This design comes from an exercise in tuning for small area, a short achievable clock period and few clock cycles on the open sky130 flow, not from production work.
No run shown here included a check of the RTL's function; only the layout flow was run.

## design/flow/run.sh

```bash
#!/bin/bash
# synth_recipe.tcl (not shown) runs the flow's synth.tcl, then flattens the netlist and writes it again
# the make line also repeats each setting of config.mk as NAME=value (left out here)
make -C /OpenROAD-flow-scripts/flow DESIGN_CONFIG=/design/flow/config.mk WORK_HOME=/design/flow/orfs CLKGATE_MAP_FILE= SYNTH_SCRIPT=/design/flow/synth_recipe.tcl finish
```

## design/flow/constraint.sdc

```tcl
create_clock -name core_clock -period 3.0 [get_ports {clk}]
set_input_delay 0.6000 -clock core_clock [delete_from_list [all_inputs] [get_ports {clk}]]
set_output_delay 0.6000 -clock core_clock [all_outputs]
set_load 0.01 [all_outputs]
```

## design/flow/config.mk

```make
export PLATFORM = sky130hd
export DESIGN_NAME = GCD
export DESIGN_NICKNAME = GCD
export VERILOG_FILES = /design/flow/design.v
export SDC_FILE = /design/flow/constraint.sdc
export NUM_CORES = 4
export LEC_CHECK = 0
export CAP_MARGIN = 20
export CORE_MARGIN = 2
export CORE_UTILIZATION = 40
export SLEW_MARGIN = 20
export SYNTH_HIERARCHICAL = 1
```

## design/flow/design.v

```verilog
module GCD #(parameter WIDTH = 16) (clk,a,b,start,gcd,done);
    input clk;
    input [WIDTH-1:0] a;
    input [WIDTH-1:0] b;
    input start;
    output [WIDTH-1:0] gcd;
    output done;
    localparam KW = 4;    
    reg [WIDTH-1:0] x, y;
    reg [KW-1:0] k;
    function [KW-1:0] ctz;
        input [WIDTH-1:0] v;
        integer i;
        begin
            ctz = 0;
            for (i = WIDTH-1; i >= 0; i = i - 1)
                if (v[i]) ctz = i;
        end
    endfunction
    wire [WIDTH-1:0] kh = {{(WIDTH-1){1'b0}}, 1'b1} << k;
    wire [WIDTH-1:0] kh1 = {kh[WIDTH-2:0], 1'b0};
    wire [WIDTH-1:0] e = x ^ y;
    wire nx = ~|(x & kh);
    wire ny = ~|(y & kh);
    wire x1 = |(x & kh1);
    wire y1 = |(y & kh1);
    wire e1 = x1 ^ y1;                  
    wire [WIDTH-1:0] pn, gn;      
    genvar j;
    generate
        for (j = 0; j < WIDTH; j = j + 1) begin : bp
            gcd_xor2 u_p (.a(x[j]), .b(y[j]), .z(pn[j]));
            gcd_orn2 u_g (.a(y[j]), .b(x[j]), .z(gn[j]));
        end
    endgenerate
    wire [WIDTH-1:0] p = ~pn;
    wire [WIDTH-1:0] G, P;        
    gcd_prefix #(WIDTH) u_pfx (.gn(gn), .pn(pn), .G(G), .P(P));
    wire neg = ~(G[WIDTH-1] | P[WIDTH-1]);    
    wire busy = ~P[WIDTH-1];                  
    wire [WIDTH-1:0] Gb = {G[WIDTH-2:0], 1'b0};
    wire [WIDTH-1:0] Pb = {P[WIDTH-2:0], 1'b1};
    wire [WIDTH-1:0] dxy = p ^ (Gb | Pb);
    wire [WIDTH-1:0] dyx = ~(p ^ Gb);
    wire sub = busy & ~nx & ~ny;
    wire [WIDTH-1:0] rx = e1 ? {1'b0, dxy[WIDTH-1:1]} : {2'b00, dxy[WIDTH-1:2]};
    wire [WIDTH-1:0] ry = e1 ? {1'b0, dyx[WIDTH-1:1]} : {2'b00, dyx[WIDTH-1:2]};
    wire [WIDTH-1:0] xn = x1 ? {1'b0, x[WIDTH-1:1]} : {2'b00, x[WIDTH-1:2]};
    wire [WIDTH-1:0] yn = y1 ? {1'b0, y[WIDTH-1:1]} : {2'b00, y[WIDTH-1:2]};
    wire wx = sub & ~neg;
    wire wy = sub & neg;
    wire [WIDTH-1:0] nxt_x = ({WIDTH{start}} & a) |
                             ({WIDTH{~start & nx}} & xn) |
                             ({WIDTH{~start & ~nx & wx}} & rx) |
                             ({WIDTH{~start & ~nx & ~wx}} & x);
    wire [WIDTH-1:0] nxt_y = ({WIDTH{start}} & b) |
                             ({WIDTH{~start & ny}} & yn) |
                             ({WIDTH{~start & ~ny & wy}} & ry) |
                             ({WIDTH{~start & ~ny & ~wy}} & y);
    always @(posedge clk) begin
        x <= nxt_x;
        y <= nxt_y;
        if (start)
            k <= ctz(a | b);
    end
    assign gcd = x;
    assign done = ~busy;
endmodule
module gcd_prefix #(parameter WIDTH = 16) (gn, pn, G, P);
    input [WIDTH-1:0] gn, pn;     
    output [WIDTH-1:0] G, P;
    localparam L = 4;    
    wire [WIDTH-1:0] gl [0:L];
    wire [WIDTH-1:0] pl [0:L];
    assign gl[0] = gn;
    assign pl[0] = pn;
    genvar l, i;
    generate
        for (l = 0; l < L; l = l + 1) begin : lv
            for (i = 0; i < WIDTH; i = i + 1) begin : bt
                if (((i >> l) & 1) == 1) begin : op
                    if (l % 2 == 0) begin : pos
                        gcd_pgo u (.ghn(gl[l][i]), .phn(pl[l][i]),
                                   .gln(gl[l][((i >> l) << l) - 1]), .pln(pl[l][((i >> l) << l) - 1]),
                                   .g(gl[l+1][i]), .p(pl[l+1][i]));
                    end else begin : ngt
                        gcd_pga u (.gh(gl[l][i]), .ph(pl[l][i]),
                                   .gl(gl[l][((i >> l) << l) - 1]), .pl(pl[l][((i >> l) << l) - 1]),
                                   .gn(gl[l+1][i]), .pn(pl[l+1][i]));
                    end
                end else begin : pass
                    assign gl[l+1][i] = ~gl[l][i];
                    assign pl[l+1][i] = ~pl[l][i];
                end
            end
        end
    endgenerate
    assign G = ~gl[L];
    assign P = ~pl[L];
endmodule
module gcd_pga (gh, ph, gl, pl, gn, pn);
    input gh, ph, gl, pl;
    output gn, pn;
    assign gn = ~(gh | (ph & gl));
    assign pn = ~(ph & pl);
endmodule
module gcd_pgo (ghn, phn, gln, pln, g, p);
    input ghn, phn, gln, pln;
    output g, p;
    assign g = ~(ghn & (phn | gln));
    assign p = ~(phn | pln);
endmodule
module gcd_xor2 (a, b, z);
    input a, b;
    output z;
    assign z = a ^ b;
endmodule
module gcd_orn2 (a, b, z);
    input a, b;
    output z;
    assign z = a | ~b;
endmodule
```

==> results.txt, run 1 <==
* Status: timing/DRC/antenna clean
* Yosys cell types at 58
* Hold Buf Count CTS at 0
* Initial antenna violation count at 0
* Number of core rows at 37
* Post-synthesis register bit count at 36
* WHS Endpoint: y[1]
* Register area at approximately 760 um^2
* Multi-input logic area at between 0.003 and 0.004 mm^2
* CTS tree: done
* Endpoints failing hold at 0
* Reg-to-reg startpoint: k[2]
* I/O pins at about 50
* Synth area leader: dfxtp_1
* Number of flops mapped to enable cells by yosys at 4
* CTS Buf Count at 5
* Slew HR at a little under three fifths
* Reg2reg end: y[8]
* Die span in x at between 100 and 150 um
* Critical Path AT at 3.09 ns
* Die height at between 100 and 150 um
* Type of the tightest min-delay check: flip-flop to flip-flop
* Via count of the first global-routing pass at between 4000 and 5000
* Grt ovf at 0
* Starting Density at about two fifths
* Share of the synthesized area in the top cell type at 15.5%
* Max frequency at between 0.3 and 0.4 GHz
* Avg WL per Cell at 18.7 um
* Drt pass-1 iters at 6
* Post-synth top flop: dfxtp_1
* Via density at between 5 and 6
* Measured slew at the worst slew-check pin at about 0.66 ns
* Crit path largest cell delay at between 0.4 and 0.5 ns
* CP Cell Sequence: buf_4 > or3b_2 > a21oi_1 > a2bb2oi_1 > a311oi_4 > buf_12 > xor2_4 > buf_12 > mux2_2 > o21ai_1
* DR vias at between 4000 and 5000
* Clk Tree Root Cell: clkbuf_8
* Final period util at a little over nine tenths
* CP Max Fanout at 16
* Post-Route Skew at approximately 0.011 ns
* Clk Latency, worst-skew pair at 0.30 ns
* Total GRT Usage at ~25%
* Share of layout cells above drive strength 1 at 27.6%
* Total negative slack at 0 ns
* Slew Viols, Final at 0
* IO buf count at 50
* Hold Path Depth at 2
* Share of synthesized registers carrying an async set or reset at 0%
* FF-to-FF path depth at 10
* Routed wire length at 13.6 mm
* DRC viols at 0
* Synth warn at 8
* Critical path endpoint category: flip-flop
* GRT busiest layer: met2
* WS Path Type: flip-flop to flip-flop
* Area of the die at roughly 0.011 mm^2
* Min Clock Period, post-route at between 2 and 3 ns
* Fillers at a little over 1000
* GR Layer Usage met3 at under 10%
* Critical path's most frequent cell: buf_12
* Sequential element share of the synthesized area at a little under a fifth
* Global placement routability congestion at about 0.90
* Hold Startpoint: y[1]
* Crit path required time at 3.22 ns
* Clk sink count at 36
* Post-synthesis instance area at slightly above 0.004 mm^2
* First-pass GRT wire length at 22.0 mm
* Clock-pin slew on the worst setup and hold paths at about 0.08 ns
* P&R area growth vs syn at 26.8%
* Met1 Usage GRT at between 30 and 40%
* Slowest-stage cell, CP: or3b_2
* Syn Nets at 543
* ANT nets after route at 0
* Synth area leaders: dfxtp_1 15%, mux2_2 13%, a222oi_1 6.8%, xor2_1 6.8%, mux2i_1 5.1%
* Pin count of the biggest net entering global routing at 31
* H-tree level count at 2
* Post-synth top cells: 49 x mux2_2, 49 x nor2_1, 44 x inv_1
* CP startpoint kind: flip-flop
* # diodes at 0
* Max cap viols at 0
* Setup violators final at 0
* Met2 Use GR at between 40% and 50%
* Deepest clock path buffer count at 2
* Reg2Reg Setup Slack at about 0.13 ns
* Initial DRC count at ~420
* Avg Inst Size Synth at 8.12 um^2
* Gate Count Post-Synth at 509
* Nets@finish at around 630
* CORE AREA at approximately 0.01 mm^2
* Post-detail-place hpwl at around 11 mm
==> flip-flops by register name, summed over array words and instances (netlist names) <==
signal	count
x	16
y	16
k	4
==> cell usage in the layout, fill, tap and decap left out, types with 3 or more instances in the layout <==
cell,netlist,layout
buf_4,19,62
clkdlybuf4s50_1,0,50
mux2_2,49,49
nor2_1,49,47
inv_1,44,44
xor2_1,32,31
dfxtp_1,32,31
a222oi_1,28,28
nand2_1,28,28
o21ai_1,27,27
mux2i_1,21,21
nand2b_1,19,19
o21ai_2,16,16
a21oi_2,16,16
xnor2_1,15,15
o21ai_0,12,12
nor2b_1,7,7
nand3_1,6,6
a221oi_1,5,5
a21oi_1,5,5
nor4_1,5,5
clkbuf_8,0,5
edfxtp_1,4,4
nor3b_1,3,3
o31ai_1,3,3
buf_12,0,3
==> cell families after synthesis <==
group | share of synthesized area, %
XOR/XNOR | 9.96
AND/OR/NAND/NOR | 16.3
buffers and inverters | 9.66
flip-flops | 18.4
AO/OA/AOI/OAI | 26.1
multiplexers | 19.5
==> per-layer routing <==
layer / vias up / wire (um)
li1: 2031 / -
met1: 1979 / 6180
met2: 154 / 6410
met3: 19 / 812
met4: 0 / 236
met5: - / 0
==> per-module statistics from Yosys, one instance, submodules excluded, a selection <==
module    cell area, um^2  times used
GCD                  3270           1
gcd_xor2             8.76          16
gcd_pga              12.5          16
gcd_orn2             6.26          16
gcd_pgo              12.5          16
==> worst max path at each step <==
stage          startpoint  endpoint  slack [ns]
2_1_floorplan        x[3]     y[10]         0.1
3_3_place_gp         k[2]      y[6]        0.16
3_5_place_dp         k[2]      y[7]        0.12
4_1_cts              y[1]      done        0.07
5_1_grt              k[2]      y[8]       -0.01
6_report             k[2]      y[8]        0.13
==> repair_timing <==
| item | 4_1_cts | 5_1_grt |
|---|---|---|
| endpoints found under the setup margin | 0 | 25 |
| setup buffers | 0 | 1 |
| hold endpoints to repair | 0 | 0 |
| resized for setup | 0 | 6 |
==> worst max-delay path: cells and delay by family, from the launching register on <==
family	cells	cell delay (ns)
muxes	1	0.35
xor gates and xnor gates	1	0.24
AOI/OAI and AO/OA	4	0.63
buffers and inverters	3	0.60
DFF	1	0.46
and+or+nand+nor	1	0.49
==> per-stage QoR <==
step | cells | utilization, % | hold WS [ns] | instance area [um^2] | setup WS, ns
2_1_floorplan | 509 | - | 0.508 | 4130 | 0.0975
3_3_place_gp | 721 | 50.1 | 0.564 | 5110 | 0.162
3_5_place_dp | 721 | 50.1 | 0.571 | 5110 | 0.123
4_1_cts | 729 | 50.9 | 0.590 | 5190 | 0.0685
5_1_grt | 731 | 51.5 | 0.617 | 5240 | -0.0117
6_report | 731 | 51.5 | 0.577 | 5240 | 0.134
==> layout make-up <==
class	instances	share of cell area [%]
Multi-Input combinational cell	391	57.5
Timing Repair Buffer	116	20.1
Sequential cell	36	14.5
Tap cell	136	3.25
Inverter	44	3.15
Clock buffer	7	1.46
Clock inverter	1	0.0955
==> run 2: changes to the inputs <==
--- a/design/flow/design.v
+++ b/design/flow/design.v
@@ -62,7 +62,6 @@
         y <= nxt_y;
-        if (start)
-            k <= ctz(a | b);
+        k <= ({KW{start}} & ctz(a | b)) | ({KW{~start}} & k);
     end
     assign gcd = x;
-    assign done = ~busy;
+    assign done = ~|e;
 endmodule
==> run 2 against run 1 <==
Compared with the run above:
- via count increased by 11%
- still clean
- critical path depth down 5
- wire length grew 11%
- first-iteration DRC count rose by 35%
- synthesized area is 3.7% higher
==> results.txt, run 2 <==
* Clk sink count at 36 (unchanged)
* Min Clock Period, post-route at 2.90 ns (+0.0388 ns)
* Initial antenna violation count at 0 (unchanged)
* Share of synthesized registers carrying an async set or reset at 0% (unchanged)
* Sequential element share of the synthesized area at 17.7% (-0.66 points)
* Setup slack at placement at 0.0194 ns (-0.104 ns)
* FF-to-FF path depth at 9 (-1)
* Final Non-Filler Cells at 791 (+8.2%)
* Die span in x at 108 um (+1.8%)
* Post-synthesis register bit count at 36 (unchanged)
* Synth Area in Adders at 0% (unchanged)
* Slowest-stage cell, CP: clkdlybuf4s50_1
* Share of the synthesized area in the top cell type at 14.9% (-0.56 points)
* Post-Synth XOR/XNOR Area at 13.2% (+3.3 points)
* Synth area leader: dfxtp_1
* Measured slew at the worst slew-check pin at 0.753 ns (+0.0950 ns)
* Type of the tightest min-delay check: flip-flop to flip-flop
* Reg2Reg Setup Slack at 0.14 ns (about the same)
* Final Worst Setup Slack at 0.0953 ns (-0.0388 ns)
* Endpoints failing hold at 0 (unchanged)
* Commonest non-fill, non-tap cell in the layout: buf_4
* Post-synth top flop: dfxtp_1
* Largest family of logic cells by synthesized area: compound AO/OA/AOI/OAI gates
* H-tree level count at 2 (unchanged)
* Crit path required time at 2.40 ns (-0.82 ns)
* Starting Density at 41.3% (+0.76 points)
* Number of core rows at 37 (unchanged)
* Number of flops mapped to enable cells by yosys at 4 (unchanged)
* Clk Tree Root Cell: clkbuf_8
* Critical Path AT at 2.30 ns (-0.79 ns)
* Gate Count Post-Synth at 543 (+6.7%)
* Slew Viols, Final at 0 (unchanged)
* Post-detail-place hpwl at 11.7 mm (+9.7%)
* WS Path Type: flip-flop to output port
* Max cap viols at 0 (unchanged)
* Deepest clock path buffer count at 2 (unchanged)
* Multi-input logic area at 0.00316 mm^2 (+5.0%)
* Max frequency at 0.344 GHz (-1.3%)
* Avg Inst Size Synth at 7.90 um^2 (-2.8%)
* Post-synthesis instance area at 0.00429 mm^2 (+3.7%)
* Total negative slack at 0 ns (unchanged)
* Syn Nets at 577 (+6.3%)
* Hold Buf Count CTS at 0 (unchanged)
* Yosys cell types at 60 (+3.4%)
* Finished Cell Area at 0.00561 mm^2 (+7.1%)
* Most frequent cells in the layout: 87 x buf_4, 50 x clkdlybuf4s50_1, 47 x nor2_1, 46 x inv_1, 46 x xor2_1
* I/O pins at 51 (unchanged)
* Fillers at 1018 (+0.99%)
* Die height at 108 um (+1.8%)
* Synth warn at 8 (unchanged)
* Avg WL per Cell at 19.2 um (+2.9%)
* Pin count of the biggest net entering global routing at 41 (+32%)
* Top cell family by delay on the critical path: buffers and inverters
* Post-synthesis simple-gate area fraction at 19.7% (+3.3 points)
* Total GRT Usage at 26.8% (+2.2 points)
* CTS Buf Count at 5 (unchanged)
* Post-synth top cells: 47 x nor2_1, 46 x inv_1, 46 x xor2_1
* Synth area leaders: dfxtp_1 15%, xor2_1 9.4%, mux2_2 8.1%, mux2i_1 6.8%, a222oi_1 4.7%
* Area of the die at 0.0116 mm^2 (+3.6%)
* Post-synthesis compound-gate area fraction at 23.4% (-2.7 points)
* Drt pass-1 iters at 5 (-1)
* WHS Endpoint: y[6]
* Routed wire length at 15.2 mm (+11%)
* Count leader, synth: nor2_1
* IO buf count at 50 (unchanged)
* CP Cell Sequence: buf_4 > xnor2_1 > nand4_1 > nor4_1 > clkdlybuf4s50_1
* Clock-pin slew on the worst setup and hold paths at 0.08 ns (about the same)
* Final period util at 96.8% (+1.3 points)
* Status: timing/DRC/antenna clean
* # diodes at 0 (unchanged)
* Post-Route Skew at 0.00886 ns (-0.00247 ns)
* DRC viols at 0 (unchanged)
* CTS tree: done
* Share of layout cells above drive strength 1 at 26.3% (-1.3 points)
* Unrepaired setup endpoints after global routing: no
* CORE AREA at 0.0104 mm^2 (+1.8%)
* Reg2reg end: x[2]
* Buf/Inv on CP at 2 (-1)
* Hold Startpoint: y[6]
* CP Max Fanout at 5 (-11)
* Via density at 5.86 (+2.3%)
* DR vias at 4632 (+11%)
* Clk Latency, worst-skew pair at 0.30 ns (about the same)
* Final core occ at 54.1% (+2.7 points)
* CP startpoint kind: flip-flop
* Register area at 761 um^2 (-0.16%)
* Slew HR at 49.6% (-6.5 points)
* Setup violators final at 0 (unchanged)
* Initial DRC count at 566 (+35%)
* First-pass GRT wire length at 24.5 mm (+11%)
* P&R area growth vs syn at 30.9%
* ANT nets after route at 0 (unchanged)
* Via count of the first global-routing pass at 4794 (+16%)
* Hold Path Depth at 2 (unchanged)
* Critical path endpoint category: output port
* Mux contribution to synthesized area at 16.7% (-2.8 points)
* Grt ovf at 0 (unchanged)
* Worst Hold Slack at 0.634 ns (+0.0574 ns)
* Crit path largest cell delay at 0.63 ns (+0.14 ns)
* Placed cell count at 780 (+8.2%)
* Global placement routability congestion at 0.963 (+7.2%)
* DP Area at 0.00549 mm^2 (+7.4%)
* Nets@finish at 688 (+9.6%)
-- run 2: cell count changes in the layout (fill, tap and decap cells not counted), moves of 4 or more --
cell / change
a222oi_1: -8
a22oi_1: +7
a31oi_1: +4
buf_4: +25
mux2_2: -18
mux2i_1: +8
nand2_1: +7
nand3_1: +22
nand3b_1: +5
nand4_1: +4
nor4_1: +5
o211ai_1: +4
o21ai_1: -12
xor2_1: +15
-- run 2: worst max path at each step --
stage              start   end  depth (start not counted)
3_3_place_gp   flip-flop  x[0]                          8
2_1_floorplan  flip-flop  x[3]                         11
3_5_place_dp   flip-flop  x[2]                          8
4_1_cts        flip-flop  y[7]                          9
5_1_grt             y[5]  done                          5
6_report            y[5]  done                          5
-- run 2: repair_timing --
action                                  4_1_cts  5_1_grt
endpoints found under the setup margin        1        8
pin swaps                                     0        0
setup buffers                                 0        3
gates resized for setup                       1        1
-- run 2: area by class of cell --
cell class              count  area share (%)
clock inverters             1           0.134
inverters                  46            3.08
repair buffers            142            22.3
flip-flops and latches     36            13.6
clock buffers               7            1.54
well taps                 136            3.03
multi-input cells         423            56.3
-- run 2: worst min-delay path: stages (launching register included) --
cell and delay [ns]:
dfxtp_1 0.43, a222oi_1 0.10, o21ai_1 0.07
-- run 2: metal layers --
metal / global-route usage, % / vias to the layer above / wire, um
met3: 3.93 / 26 / 1170
met5: 0 / - / 0
met1: 35.0 / 2192 / 6640
met4: 8.70 / 0 / 293
met2: 45.2 / 217 / 7090
li1: - / 2197 / -
-- run 2: modules after synthesis, one instance, submodules excluded, a selection --
module,area (um^2),flops+latches,times used,cells
gcd_orn2,6.26,0,16,1
gcd_pgo,12.5,0,16,2
GCD,3420,36,1,397
gcd_pga,12.5,0,16,2
gcd_xor2,8.76,0,16,1
-- run 2: kinds of logic (layout without fill, tap and decap cells) --
| family | after synthesis | in the layout |
|---|---|---|
| AO/OA/AOI/OAI | 127 | 127 |
| AND/OR/NAND/NOR | 168 | 168 |
| buffers and inverters | 84 | 196 |
| XOR/XNOR | 64 | 64 |
| multiplexers | 64 | 64 |
| flip-flops | 36 | 36 |
==> run 3: changes to the inputs <==
--- a/design/flow/design.v
+++ b/design/flow/design.v
@@ -10,2 +10,3 @@
     reg [KW-1:0] k;
+    reg nx, ny;         
     function [KW-1:0] ctz;
@@ -21,8 +22,10 @@
     wire [WIDTH-1:0] kh1 = {kh[WIDTH-2:0], 1'b0};
+    wire [WIDTH-1:0] kh2 = {kh[WIDTH-3:0], 2'b00};
     wire [WIDTH-1:0] e = x ^ y;
-    wire nx = ~|(x & kh);
-    wire ny = ~|(y & kh);
     wire x1 = |(x & kh1);
     wire y1 = |(y & kh1);
+    wire x2 = |(x & kh2);
+    wire y2 = |(y & kh2);
     wire e1 = x1 ^ y1;                  
+    wire e2 = x2 ^ y2;                  
     wire [WIDTH-1:0] pn, gn;      
@@ -49,2 +52,18 @@
     wire [WIDTH-1:0] yn = y1 ? {1'b0, y[WIDTH-1:1]} : {2'b00, y[WIDTH-1:2]};
+    wire ox = x1 ? 1'b0 : ~x2;
+    wire oy = y1 ? 1'b0 : ~y2;
+    wire od = ~e1 & ~e2;
+    wire [WIDTH-1:0] ab = a | b;
+    reg [WIDTH-1:0] lb;
+    reg seen;
+    integer i;
+    always @* begin
+        seen = 1'b0;
+        for (i = 0; i < WIDTH; i = i + 1) begin
+            lb[i] = ab[i] & ~seen;
+            seen = seen | ab[i];
+        end
+    end
+    wire nx0 = ~|(a & lb);
+    wire ny0 = ~|(b & lb);
     wire wx = sub & ~neg;
@@ -59,2 +78,5 @@
                              ({WIDTH{~start & ~ny & ~wy}} & y);
+    wire nxt_nx = (start & nx0) | (~start & nx & ox) | (~start & ~nx & wx & od);
+    wire nxt_ny = (start & ny0) | (~start & ny & oy) | (~start & ~ny & wy & od);
+    wire [KW-1:0] nxt_k = ({KW{start}} & ctz(ab)) | ({KW{~start}} & k);
     always @(posedge clk) begin
@@ -62,3 +84,5 @@
         y <= nxt_y;
-        k <= ({KW{start}} & ctz(a | b)) | ({KW{~start}} & k);
+        nx <= nxt_nx;
+        ny <= nxt_ny;
+        k <= nxt_k;
     end
--- a/design/flow/config.mk
+++ b/design/flow/config.mk
@@ -10,2 +10,3 @@
 export CORE_UTILIZATION = 40
+export SETUP_SLACK_MARGIN = 0.4
 export SLEW_MARGIN = 20
==> run 3 against run 2 <==
Compared with the run above:
- critical endpoint is now y[12]
- final area up 14%
- hold slack worse by 0.031 ns
- global-route usage up 0.47 points
- non-clock buffer count up 14
- worst setup slack better by 0.20 ns
- critical path type is now flip-flop to flip-flop
==> results.txt, run 3 <==
* Count leader, synth: nor2_1
* Gate Count Post-Synth at 611 (+13%)
* First-pass GRT wire length at 27.5 mm (+12%)
* Yosys cell types at 68 (+13%)
* Grt ovf at 0 (unchanged)
* Initial DRC count at 667 (+18%)
* Pin count of the biggest net entering global routing at 43 (+4.9%)
* # diodes at 0 (unchanged)
* Deepest clock path buffer count at 2 (unchanged)
* Crit path largest cell delay at 0.55 ns (-0.08 ns)
* Post-synth top flop: dfxtp_1
* WS Path Type: flip-flop to flip-flop
* Sequential element share of the synthesized area at 17.1% (-0.63 points)
* Slew HR at 47.8% (-1.8 points)
* Starting Density at 41.0% (-0.36 points)
* Min Clock Period, post-route at 2.70 ns (-0.200 ns)
* Measured slew at the worst slew-check pin at 0.781 ns (+0.0286 ns)
* Avg Inst Size Synth at 7.66 um^2 (-3.0%)
* Area of the die at 0.0126 mm^2 (+8.8%)
* Most frequent cells in the layout: 93 x buf_4, 74 x nor2_1, 52 x nand2_1, 49 x inv_1, 49 x clkdlybuf4s50_1
* Post-synthesis register bit count at 38 (+5.6%)
* P&R area growth vs syn at 36.8%
* CP Max Fanout at 8 (+3)
* Post-Synth XOR/XNOR Area at 12.6% (-0.68 points)
* Post-detail-place hpwl at 13.0 mm (+11%)
* Number of flops mapped to enable cells by yosys at 4 (unchanged)
* Clk Latency, worst-skew pair at 0.28 ns (-0.02 ns)
* Critical Path AT at 2.85 ns (+0.55 ns)
* H-tree level count at 2 (unchanged)
* Avg WL per Cell at 20.4 um (+6.3%)
* Share of synthesized registers carrying an async set or reset at 0% (unchanged)
* GRT busiest layer: met2
* Top cell family by delay on the critical path: compound AO/OA/AOI/OAI gates
* Post-synthesis simple-gate area fraction at 21.4% (+1.8 points)
* Syn Nets at 645 (+12%)
* Share of the synthesized area in the top cell type at 14.5% (-0.40 points)
* Post-synthesis compound-gate area fraction at 29.1% (+5.6 points)
* Type of the tightest min-delay check: flip-flop to flip-flop
* Worst Hold Slack at 0.603 ns (-0.0315 ns)
* I/O pins at 51 (unchanged)
* Largest family of logic cells by synthesized area: compound AO/OA/AOI/OAI gates
* Clk sink count at 38 (+5.6%)
* Number of core rows at 39 (+5.4%)
* IO buf count at 50 (unchanged)
* Via count of the first global-routing pass at 5089 (+6.2%)
* Via density at 6.03 (+2.9%)
* Die span in x at 112 um (+4.3%)
* Crit path required time at 3.15 ns (+0.75 ns)
* Slowest-stage cell, CP: edfxtp_1
* CTS tree: done
* Buf/Inv on CP at 1 (-1)
* Synth warn at 8 (unchanged)
* Finished Cell Area at 0.00640 mm^2 (+14%)
* Post-Route Skew at 0.00425 ns (-0.00461 ns)
* DRC viols at 0 (unchanged)
* CORE AREA at 0.0114 mm^2 (+10%)
* Status: timing/DRC/antenna clean
* Synth Area in Adders at 0% (unchanged)
* DP Area at 0.00586 mm^2 (+6.8%)
* GR Layer Usage met3 at 3.56% (-0.37 points)
* Critical path endpoint category: flip-flop
* Total GRT Usage at 27.3% (+0.47 points)
* Clk Tree Root Cell: clkbuf_16
* Routed wire length at 17.9 mm (+18%)
* CTS Buf Count at 5 (unchanged)
* Max cap viols at 0 (unchanged)
* Share of layout cells above drive strength 1 at 29.3% (+3.0 points)
* Max frequency at 0.370 GHz (+7.4%)
* Hold Buf Count CTS at 0 (unchanged)
* Met2 Use GR at 43.9% (-1.3 points)
* ANT nets after route at 0 (unchanged)
* Initial antenna violation count at 0 (unchanged)
* DR vias at 5293 (+14%)
* CP startpoint kind: flip-flop
* Commonest non-fill, non-tap cell in the layout: buf_4
* Slew Viols, Final at 0 (unchanged)
* Nets@finish at 768 (+12%)
* Final period util at 90.1% (-6.7 points)
* Drt pass-1 iters at 6 (+1)
* Met1 Usage GRT at 37.5% (+2.5 points)
* Die height at 112 um (+4.3%)
* Unrepaired setup endpoints after global routing: yes
* Post-synthesis instance area at 0.00468 mm^2 (+9.2%)
* Post-synth top cells: 77 x nor2_1, 53 x nand2_1, 50 x inv_1
* Setup violators final at 0 (unchanged)
* Endpoints failing hold at 0 (unchanged)
* Clock-pin slew on the worst setup and hold paths at 0.06 ns (-0.02 ns)
* Synth area leader: dfxtp_1
* Global placement routability congestion at 0.919 (-4.6%)
* Synth area leaders: dfxtp_1 15%, xnor2_1 8.4%, nor2_1 6.2%, a222oi_1 6.0%, mux2_2 5.1%
* Mux contribution to synthesized area at 10.1% (-6.6 points)
* CP Cell Sequence: nor2b_4 > a22o_1 > a221oi_4 > and2_4 > buf_6 > mux2_4 > a222oi_1 > o311ai_1
* Total negative slack at 0 ns (unchanged)
run 3: changes by cell type after synthesis, moves of 9 or more:
cell and delta:
o311ai_1 +9, nand2_1 +18, xor2_1 -27, or3_1 +9, nor2_1 +30, mux2i_1 -20, o21ai_1 -14, nand3_1 -19
mux2_2 -10, xnor2_1 +28
run 3: per-stage QoR:
| stage | worst slack [ns] | util [%] | cells |
|---|---|---|---|
| floorplan | 0.484 | - | 611 |
| global placement | 0.0922 | 51.3 | 844 |
| detailed placement | 0.118 | 51.3 | 844 |
| CTS | 0.344 | 53.2 | 860 |
| global route | 0.217 | 56.1 | 878 |
| finish | 0.296 | 56.1 | 878 |
run 3: path summary, 6_finish.rpt:
check | slack (ns) | depth (start not counted) | endpoint | start
worst max register to register | 0.30 | 8 | y[12] | flip-flop
worst min register to register | 0.60 | 2 | x[1] | x[1]
worst max-delay path | 0.30 | 8 | y[12] | flip-flop
worst min-delay path | 0.60 | 2 | x[1] | x[1]
run 3: layout make-up:
cell class	instances	area, um^2
fillers	1095	5020
multi-input cells	483	3670
repair buffers	156	1420
flip-flops and latches	38	813
inverters	50	188
well taps	143	179
clock buffers	8	136
run 3: cell families (layout without fill, tap and decap cells):
group           Yosys count  in the layout
simple gates            210            211
compound gates          166            166
buf+inv                  92            214
xor+xnor                 65             66
mux                      40             40
flops                    38             38
run 3: worst min-delay path, stage by stage, from the launching register on:
cell,delay (ns)
dfxtp_4,0.41
a222oi_1,0.10
nand2_1,0.07
run 3: routing by layer:
layer / wire, um / vias to the layer above
met5: 0 / -
met3: 1360 / 29
met2: 8510 / 247
met4: 386 / 0
li1: - / 2459
met1: 7660 / 2558
run 3: repair_timing:
item	in CTS	in global routing
setup endpoints to repair	32	31
buffers inserted	7	16
endpoints found under the hold margin	0	0
gates cloned	1	2
gates resized for setup	4	34
pin swaps	3	32
run 3: per-module statistics from Yosys, one instance, submodules excluded, excerpt:
module | area [um^2] | cells | flip-flops and latches
gcd_pga | 12.5 | 2 | 0
gcd_xor2 | 8.76 | 1 | 0
GCD | 3810 | 465 | 38
gcd_pgo | 12.5 | 2 | 0
gcd_orn2 | 6.26 | 1 | 0
==> run 4: changes to the inputs <==
--- a/design/flow/config.mk
+++ b/design/flow/config.mk
@@ -10,3 +10,2 @@
 export CORE_UTILIZATION = 40
-export SETUP_SLACK_MARGIN = 0.4
 export SLEW_MARGIN = 20
==> run 4 against run 3 <==
Compared with the run above:
- die area unchanged
- register-to-register slack worse by 0.13 ns
- non-clock buffer count down 43
- flip-flop and latch count did not move
- fmax fell by 7.6%
- count of clock-buffer cells in the layout is 3 lower
- hold slack worse by 0.056 ns
- critical endpoint is now done
==> results.txt, run 4 <==
* Status: timing/DRC/antenna clean
* Die height at 112 um (unchanged)
* Commonest non-fill, non-tap cell in the layout: nor2_1
* Yosys cell types at 68 (unchanged)
* Hold Buf Count CTS at 0 (unchanged)
* I/O pins at 51 (unchanged)
* Avg Inst Size Synth at 7.66 um^2 (unchanged)
* Post-synth top flop: dfxtp_1
* Count leader, synth: nor2_1
* H-tree level count at 2 (unchanged)
* Final Non-Filler Cells at 834 (-5.0%)
* Worst Hold Slack at 0.547 ns (-0.0561 ns)
* CP startpoint kind: flip-flop
* Critical Path AT at 2.33 ns (-0.52 ns)
* Clock-pin slew on the worst setup and hold paths at 0.06 ns (about the same)
* Via count of the first global-routing pass at 5065 (-0.47%)
* Setup violators final at 0 (unchanged)
* Drt pass-1 iters at 9 (+3)
* Deepest clock path buffer count at 2 (unchanged)
* Min Clock Period, post-route at 2.93 ns (+0.222 ns)
* Hold Path Depth at 2 (unchanged)
* Synth area leaders: dfxtp_1 15%, xnor2_1 8.4%, nor2_1 6.2%, a222oi_1 6.0%, mux2_2 5.1%
* CP Max Fanout at 7 (-1)
* Clk Tree Root Cell: clkbuf_16
* ANT nets after route at 0 (unchanged)
* Gate Count Post-Synth at 611 (unchanged)
* CTS tree: done
* Initial DRC count at 682 (+2.2%)
* Max frequency at 0.342 GHz (-7.6%)
* Share of layout cells above drive strength 1 at 20.7% (-8.6 points)
* Setup slack at placement at 0.223 ns (+0.106 ns)
* Clk Latency, worst-skew pair at 0.29 ns (about the same)
* Placed cell count at 825 (-2.3%)
* # diodes at 0 (unchanged)
* Post-detail-place hpwl at 12.9 mm (-0.46%)
* Slew Viols, Final at 0 (unchanged)
* Finished Cell Area at 0.00585 mm^2 (-8.7%)
* Max cap viols at 0 (unchanged)
* DR vias at 5154 (-2.6%)
* Global placement routability congestion at 0.974 (+6.0%)
* WS Path Type: flip-flop to output port
* Total negative slack at 0 ns (unchanged)
* Avg WL per Cell at 20.1 um (-1.6%)
* CTS Buf Count at 5 (unchanged)
* Hold Startpoint: x[5]
* Final period util at 97.5% (+7.4 points)
* Reg2Reg Setup Slack at 0.17 ns (-0.13 ns)
* CORE AREA at 0.0114 mm^2 (unchanged)
* Share of synthesized registers carrying an async set or reset at 0% (unchanged)
* P&R area growth vs syn at 24.9%
* Die span in x at 112 um (unchanged)
* Post-synthesis instance area at 0.00468 mm^2 (unchanged)
* Synth warn at 8 (unchanged)
* Slew HR at 36.8% (-11 points)
* Number of flops mapped to enable cells by yosys at 4 (unchanged)
* Reg2reg end: y[10]
* Post-Route Skew at 0.00721 ns (+0.00296 ns)
* Number of core rows at 39 (unchanged)
* Unrepaired setup endpoints after global routing: no
* Measured slew at the worst slew-check pin at 0.943 ns (+0.162 ns)
* Starting Density at 41.0% (unchanged)
* First-pass GRT wire length at 26.4 mm (-4.1%)
* Sequential element share of the synthesized area at 17.1% (unchanged)
* Syn Nets at 645 (unchanged)
* IO buf count at 50 (unchanged)
* DRC viols at 0 (unchanged)
* Clk sink count at 38 (unchanged)
* Type of the tightest min-delay check: flip-flop to flip-flop
* Post-synth top cells: 77 x nor2_1, 53 x nand2_1, 50 x inv_1
* Routed wire length at 16.8 mm (-6.5%)
* Synth area leader: dfxtp_1
* Crit path required time at 2.40 ns (-0.75 ns)
* FF-to-FF path depth at 8 (unchanged)
* Pin count of the biggest net entering global routing at 29 (-33%)
* DP Area at 0.00563 mm^2 (-3.8%)
* Post-CTS setup buffer count at 0 (-7)
* Area of the die at 0.0126 mm^2 (unchanged)
* Initial antenna violation count at 0 (unchanged)
* Endpoints failing hold at 0 (unchanged)
* Grt ovf at 0 (unchanged)
* Critical path endpoint category: output port
* Share of the synthesized area in the top cell type at 14.5% (unchanged)
* Most frequent cells in the layout: 77 x nor2_1, 59 x buf_4, 53 x nand2_1, 50 x inv_1, 50 x clkdlybuf4s50_1
* Critical path launch point: x[2]
* Nets@finish at 724 (-5.7%)
* Via density at 6.18 (+2.5%)
* Total GRT Usage at 25.8% (-1.5 points)
* Final Worst Setup Slack at 0.0740 ns (-0.222 ns)
* WHS Endpoint: x[5]
* Post-synthesis register bit count at 38 (unchanged)
## run 4: cell types whose count changed in the layout (fill, tap and decap cells not counted), sizes merged
cell,change
and2,-1
buf,-42
bufinv,+2
clkbuf,-4
clkdlybuf4s50,+1
clkinv,+1
dlygate4sd2,-1
## run 4: worst max-delay path by stage
stage	end	slack (ns)	cells past startpoint
4_1_cts	done	0.16	5
3_3_place_gp	flip-flop	0.22	8
6_report	done	0.07	5
2_1_floorplan	y[10]	0.18	11
5_1_grt	y[6]	0.0007	12
3_5_place_dp	y[5]	0.22	8
## run 4: final cells by class
class	instances	area (um^2)
Multi-Input combinational cell	482	3470
Inverter	50	188
Tap cell	143	179
Sequential cell	38	802
Fill cell	1157	5570
Timing Repair Buffer	113	1020
Clock buffer	5	125
Clock inverter	3	63.8
## run 4: kinds of logic after synthesis
logic type,count (synthesis),share of synthesized area [%]
and+or+nand+nor,210,21.4
muxes,40,10.1
buffers and inverters,92,9.73
DFF,38,17.1
AOI/OAI and AO/OA,166,29.1
xor gates and xnor gates,65,12.6
## run 4: Yosys stat by module, one instance, submodules excluded, a selection
module / cells inside / cell area (um^2) / times used / flops+latches
gcd_pgo: 2 / 12.5 / 16 / 0
gcd_orn2: 1 / 6.26 / 16 / 0
gcd_xor2: 1 / 8.76 / 16 / 0
GCD: 465 / 3810 / 1 / 38
gcd_pga: 2 / 12.5 / 16 / 0
## run 4: per-stage QoR
step | utilization [%]
2_1_floorplan | -
3_3_place_gp | 49.3
3_5_place_dp | 49.3
4_1_cts | 51.0
5_1_grt | 51.2
6_report | 51.2
## run 4: worst max-delay path: stages, from the launching register on
cell and delay (ns):
dfxtp_1 0.50, buf_4 0.20, xnor2_1 0.12, nand4_1 0.10
nor4_1 0.48, clkdlybuf4s50_1 0.63
## run 4: layer usage
| metal | part of all wire, % | vias to the layer above | track usage, % |
|---|---|---|---|
| li1 | - | 2373 | - |
| met1 | 42 | 2455 | 35.5 |
| met2 | 45 | 280 | 41.5 |
| met3 | 9.6 | 46 | 3.83 |
| met4 | 3.1 | 0 | 8.70 |
| met5 | 0 | - | 0 |
## run 4: timing repair
action | 4_1_cts | 5_1_grt
gates resized for setup | 0 | 2
endpoints found under the hold margin | 0 | 0
endpoints found under the setup margin | 0 | 4
==> run 5: changes to the inputs <==
==> design/flow/design.v (replaced) <==
module GCD #(parameter WIDTH = 16) (clk,a,b,start,gcd,done);
    input clk;
    input [WIDTH-1:0] a;
    input [WIDTH-1:0] b;
    input start;
    output [WIDTH-1:0] gcd;
    output done;
    reg [WIDTH-1:0] x, y;
    wire [WIDTH-1:0] e = x ^ y;
    wire [WIDTH-1:0] o = x | y;
    reg [WIDTH-1:0] kh, zx, zy;    
    reg sx, sy, so;
    integer i;
    always @* begin
        sx = 1'b0; sy = 1'b0; so = 1'b0;
        for (i = 0; i < WIDTH; i = i + 1) begin
            kh[i] = o[i] & ~so;
            so = so | o[i];
            sx = sx | x[i];
            sy = sy | y[i];
            zx[i] = ~sx;
            zy[i] = ~sy;
        end
    end
    wire [WIDTH-1:0] kh1 = {kh[WIDTH-2:0], 1'b0};
    wire nx = |(y & zx);
    wire ny = |(x & zy);
    wire x1 = |(x & kh1);
    wire y1 = |(y & kh1);
    wire e1 = x1 ^ y1;                  
    wire [WIDTH-1:0] p = ~e;
    wire [WIDTH-1:0] g = x & ~y;
    wire [WIDTH-1:0] G, P;        
    gcd_prefix #(WIDTH) u_pfx (.g(g), .p(p), .G(G), .P(P));
    wire neg = ~(G[WIDTH-1] | P[WIDTH-1]);    
    wire busy = ~P[WIDTH-1];                  
    wire [WIDTH-1:0] Gb = {G[WIDTH-2:0], 1'b0};
    wire [WIDTH-1:0] Pb = {P[WIDTH-2:0], 1'b1};
    wire [WIDTH-1:0] dxy = p ^ (Gb | Pb);
    wire [WIDTH-1:0] dyx = ~(p ^ Gb);
    wire sub = busy & ~nx & ~ny;
    wire [WIDTH-1:0] rx = e1 ? {1'b0, dxy[WIDTH-1:1]} : {2'b00, dxy[WIDTH-1:2]};
    wire [WIDTH-1:0] ry = e1 ? {1'b0, dyx[WIDTH-1:1]} : {2'b00, dyx[WIDTH-1:2]};
    wire [WIDTH-1:0] xn = x1 ? {1'b0, x[WIDTH-1:1]} : {2'b00, x[WIDTH-1:2]};
    wire [WIDTH-1:0] yn = y1 ? {1'b0, y[WIDTH-1:1]} : {2'b00, y[WIDTH-1:2]};
    wire wx = sub & ~neg;
    wire wy = sub & neg;
    wire [WIDTH-1:0] nxt_x = ({WIDTH{start}} & a) |
                             ({WIDTH{~start & nx}} & xn) |
                             ({WIDTH{~start & ~nx & wx}} & rx) |
                             ({WIDTH{~start & ~nx & ~wx}} & x);
    wire [WIDTH-1:0] nxt_y = ({WIDTH{start}} & b) |
                             ({WIDTH{~start & ny}} & yn) |
                             ({WIDTH{~start & ~ny & wy}} & ry) |
                             ({WIDTH{~start & ~ny & ~wy}} & y);
    always @(posedge clk) begin
        x <= nxt_x;
        y <= nxt_y;
    end
    assign gcd = x;
    assign done = ~busy;
endmodule
module gcd_prefix #(parameter WIDTH = 16) (g, p, G, P);
    input [WIDTH-1:0] g, p;
    output [WIDTH-1:0] G, P;
    localparam L = 4;    
    wire [WIDTH-1:0] gl [0:L];
    wire [WIDTH-1:0] pl [0:L];
    assign gl[0] = g;
    assign pl[0] = p;
    genvar l, i;
    generate
        for (l = 0; l < L; l = l + 1) begin : lv
            for (i = 0; i < WIDTH; i = i + 1) begin : bt
                if (((i >> l) & 1) == 1) begin : op
                    gcd_pg u (.gh(gl[l][i]), .ph(pl[l][i]),
                              .gl(gl[l][((i >> l) << l) - 1]), .pl(pl[l][((i >> l) << l) - 1]),
                              .g(gl[l+1][i]), .p(pl[l+1][i]));
                end else begin : pass
                    assign gl[l+1][i] = gl[l][i];
                    assign pl[l+1][i] = pl[l][i];
                end
            end
        end
    endgenerate
    assign G = gl[L];
    assign P = pl[L];
endmodule
module gcd_pg (gh, ph, gl, pl, g, p);
    input gh, ph, gl, pl;
    output g, p;
    assign g = gh | (ph & gl);
    assign p = ph & pl;
endmodule
==> run 5 against run 4 <==
Compared with the run above:
- synthesized cell count down 13%
- clock skew up 0.0029 ns
- die area down 9.7%
- register-to-register slack worse by 0.05 ns
- flip-flop and latch count down 6
- first-iteration DRC count down 50%
- utilization down 0.54 points
- critical path depth up 6
- non-clock buffer count down 3
- synthesized area down 10%
- critical endpoint is now y[14]
- highest routed layer unchanged
==> results.txt, run 5 <==
* Status: timing/DRC/antenna clean
* CORE AREA at 0.0103 mm^2 (-10%)
* Global placement routability congestion at 0.933 (-4.2%)
* Area of the die at 0.0114 mm^2 (-9.7%)
* Hold Buf Count CTS at 0 (unchanged)
* Synth warn at 8 (unchanged)
* # diodes at 0 (unchanged)
* Type of the tightest min-delay check: flip-flop to flip-flop
* Critical path endpoint category: flip-flop
* CTS Buf Count at 5 (unchanged)
* Final core occ at 50.7% (-0.54 points)
* Initial DRC count at 342 (-50%)
* Yosys cell types at 55 (-19%)
* Endpoints failing hold at 0 (unchanged)
* Reg2Reg Setup Slack at 0.12 ns (-0.05 ns)
* Synth area leaders: dfxtp_1 15%, mux2i_1 12%, ha_1 9.5%, a21o_1 6.1%, and2_1 4.9%
* Total negative slack at 0 ns (unchanged)
* Post-synthesis register bit count at 32 (-16%)
* Post-synthesis instance area at 0.00421 mm^2 (-10%)
* Largest regs: x (16), y (16)
* WHS Endpoint: x[7]
* Deepest clock path buffer count at 2 (unchanged)
* WS Path Type: flip-flop to flip-flop
* Slew HR at 41.6% (+4.7 points)
* Clk Latency, worst-skew pair at 0.30 ns (about the same)
* Die height at 107 um (-5.0%)
* I/O pins at 51 (unchanged)
* Synth area leader: dfxtp_1
* ANT nets after route at 0 (unchanged)
* CP startpoint kind: flip-flop
* Via density at 5.59 (-9.5%)
* Unrepaired setup endpoints after global routing: yes
* Initial antenna violation count at 0 (unchanged)
* Register area at 641 um^2 (-20%)
* Die span in x at 107 um (-5.0%)
* Number of flops mapped to enable cells by yosys at 0 (-4)
* Clock-pin slew on the worst setup and hold paths at 0.08 ns (+0.02 ns)
* Final Non-Filler Cells at 752 (-9.8%)
* Crit path largest cell delay at 0.36 ns (-0.27 ns)
* Clk Tree Root Cell: clkbuf_8
* Avg WL per Cell at 18.0 um (-10%)
* Reg2reg end: y[14]
* Top cell family by delay on the critical path: compound AO/OA/AOI/OAI gates
* Placed cell count at 744 (-9.8%)
* Critical path's most frequent cell: a21o_1
* Share of synthesized registers carrying an async set or reset at 0% (unchanged)
* Syn Nets at 600 (-7.0%)
* DRC viols at 0 (unchanged)
* Sequential element share of the synthesized area at 15.2% (-1.9 points)
* Critical Path AT at 3.05 ns (+0.72 ns)
* FF-to-FF path depth at 11 (+3)
* Min Clock Period, post-route at 2.88 ns (-0.0479 ns)
* Clk sink count at 32 (-16%)
* Crit path required time at 3.18 ns (+0.78 ns)
* Final period util at 95.9% (-1.6 points)
* Max cap viols at 0 (unchanged)
* Reg-to-reg startpoint: y[1]
* Max frequency at 0.347 GHz (+1.7%)
* Slew Viols, Final at 0 (unchanged)
* Nets@finish at 681 (-5.9%)
* IO buf count at 50 (unchanged)
* Share of the synthesized area in the top cell type at 15.2% (+0.67 points)
* Post-CTS setup buffer count at 0 (unchanged)
* First-pass GRT wire length at 21.7 mm (-18%)
* P&R area growth vs syn at 23.6%
* Fillers at 1027 (-11%)
* Grt ovf at 0 (unchanged)
* Via count of the first global-routing pass at 4053 (-20%)
* Count leader, synth: mux2i_1
* Hold Path Depth at 3 (+1)
* Post-Route Skew at 0.0101 ns (+0.00286 ns)
* Number of core rows at 37 (-5.1%)
* Final Worst Setup Slack at 0.122 ns (+0.0479 ns)
* Avg Inst Size Synth at 7.89 um^2 (+3.0%)
* Post-synth top flop: dfxtp_1
* Pin count of the biggest net entering global routing at 26 (-10%)
* Starting Density at 41.0% (about the same)
* Resized cells post-CTS at 5 (+5)
* H-tree level count at 2 (unchanged)
* Drt pass-1 iters at 6 (-3)
* Slowest-stage cell, CP: and2b_2
* Measured slew at the worst slew-check pin at 0.871 ns (-0.0721 ns)
* Most frequent cells in the layout: 59 x buf_4, 52 x mux2i_1, 49 x clkdlybuf4s50_1, 47 x inv_1, 35 x nand2_1
* Setup violators final at 0 (unchanged)
* Total GRT Usage at 24.1% (-1.7 points)
* CP Cell Sequence: inv_1 > ha_1 > inv_1 > a21o_1 > a21o_1 > a21o_1 > a21o_1 > nor4_4 > and2b_2 > a221oi_1 > o21ai_0
* Hold Startpoint: x[7]
* Buf/Inv on CP at 2 (unchanged)
* Multi-input logic area at 0.00314 mm^2 (-9.3%)
* Post-detail-place hpwl at 10.8 mm (-16%)
* Gate Count Post-Synth at 534 (-13%)
* CTS tree: done
* CP Max Fanout at 15 (+8)
* Share of layout cells above drive strength 1 at 14.1% (-6.6 points)
* DR vias at 4207 (-18%)
* Commonest non-fill, non-tap cell in the layout: buf_4
* Routed wire length at 13.6 mm (-19%)
* Post-synth top cells: 52 x mux2i_1, 47 x inv_1, 35 x nand2_1
* Setup slack at placement at 0.0322 ns (-0.191 ns)
[run 5: cell types whose count changed after synthesis, sizes merged, moves of 29 or more]
cell,previous run,this run
nor2,77,31
mux2,30,1
and2,3,33
mux2i,9,52
ha,0,32
xnor2,46,16
a21o,2,34
[run 5: modules after synthesis (local to each module, per instance), a selection]
module  flops+latches  cells  times used  area (um^2)
gcd_pg              0      2          32         13.8
GCD                32    454           1         3650
[run 5: tightest hold or removal path, cell delays in order, from the launching register on]
cell and delay, ns:
dfxtp_1 0.33, buf_4 0.13, nand2_1 0.06, o211ai_2 0.06
[run 5: cell families (layout without fill, tap and decap cells)]
group / after synthesis / after routing / synth area share, %
and+or+nand+nor: 152 / 152 / 19.7
AOI/OAI and AO/OA: 149 / 149 / 25.6
buffers and inverters: 85 / 167 / 10.5
muxes: 53 / 53 / 12.6
adders and majority gates: 32 / 32 / 9.51
DFF: 32 / 32 / 15.2
xor gates and xnor gates: 31 / 31 / 6.89
[run 5: layout make-up]
cell class                 count  area share [%]
timing repair buffer         110            18.5
sequential                    32            12.3
clock inverter                 2           0.673
multi-input combinational    417            60.4
inverter                      49            3.53
clock buffer                   6            1.39
tap                          136            3.27
[run 5: per-stage QoR]
stage	area, um^2	hold WS [ns]
4_1_cts	5200	0.608
3_3_place_gp	5090	0.577
3_5_place_dp	5090	0.586
2_1_floorplan	4210	0.504
6_report	5210	0.605
5_1_grt	5210	0.644
[run 5: worst max-delay path by stage]
| stage | from | endpoint | slack [ns] | depth (start not counted) |
|---|---|---|---|---|
| finish | y[1] | y[14] | 0.12 | 11 |
| global route | x[1] | y[14] | -0.03 | 11 |
| CTS | y[1] | y[14] | 0.04 | 11 |
| detailed placement | y[7] | done | 0.03 | 8 |
| global placement | y[7] | done | 0.06 | 8 |
| floorplan | x[1] | y[5] | 0.03 | 11 |
[run 5: per-layer routing]
| layer | up-vias | global-route usage [%] | part of all wire, % |
|---|---|---|---|
| met3 | 23 | 3.40 | 6.1 |
| li1 | 2061 | - | - |
| met2 | 174 | 35.2 | 41 |
| met1 | 1949 | 36.5 | 51 |
| met5 | - | 0 | 0 |
| met4 | 0 | 6.40 | 2.2 |

==> what the ideal ports hide <==
The results above use ideal ports. As a check the final layouts listed here were re-extracted and re-timed, cells and wires unchanged.
Step 1 sets driving cells, clkbuf_16 on the clock port and buf_2 on the other inputs (assumed; they add their load-dependent delay and slew).
Step 2 times the ports against the registers' clock, not the clock port: input delays grow and output delays shrink by t, the midpoint of the rising clock arrivals with the driver on.
Three values: ideal ports, drivers, drivers and shift; two values: the first two.
run | t, ns | setup WS [ns] | worst setup path at the end | worst register clock-pin slew, ns
run 1 | 0.323 | 0.134 / 0.106 / 0.134 | register to register | 0.08 / 0.08
run 2 | 0.325 | 0.095 / 0.063 / 0.138 | register to register | 0.08 / 0.08
run 3 | 0.319 | 0.296 / 0.296 / 0.296 | register to register | 0.06 / 0.06
run 4 | 0.322 | 0.074 / 0.035 / 0.163 | input to register | 0.06 / 0.06
run 5 | 0.327 | 0.122 / 0.120 / 0.122 | register to register | 0.08 / 0.08
After both steps setup and hold are still met in every run listed.
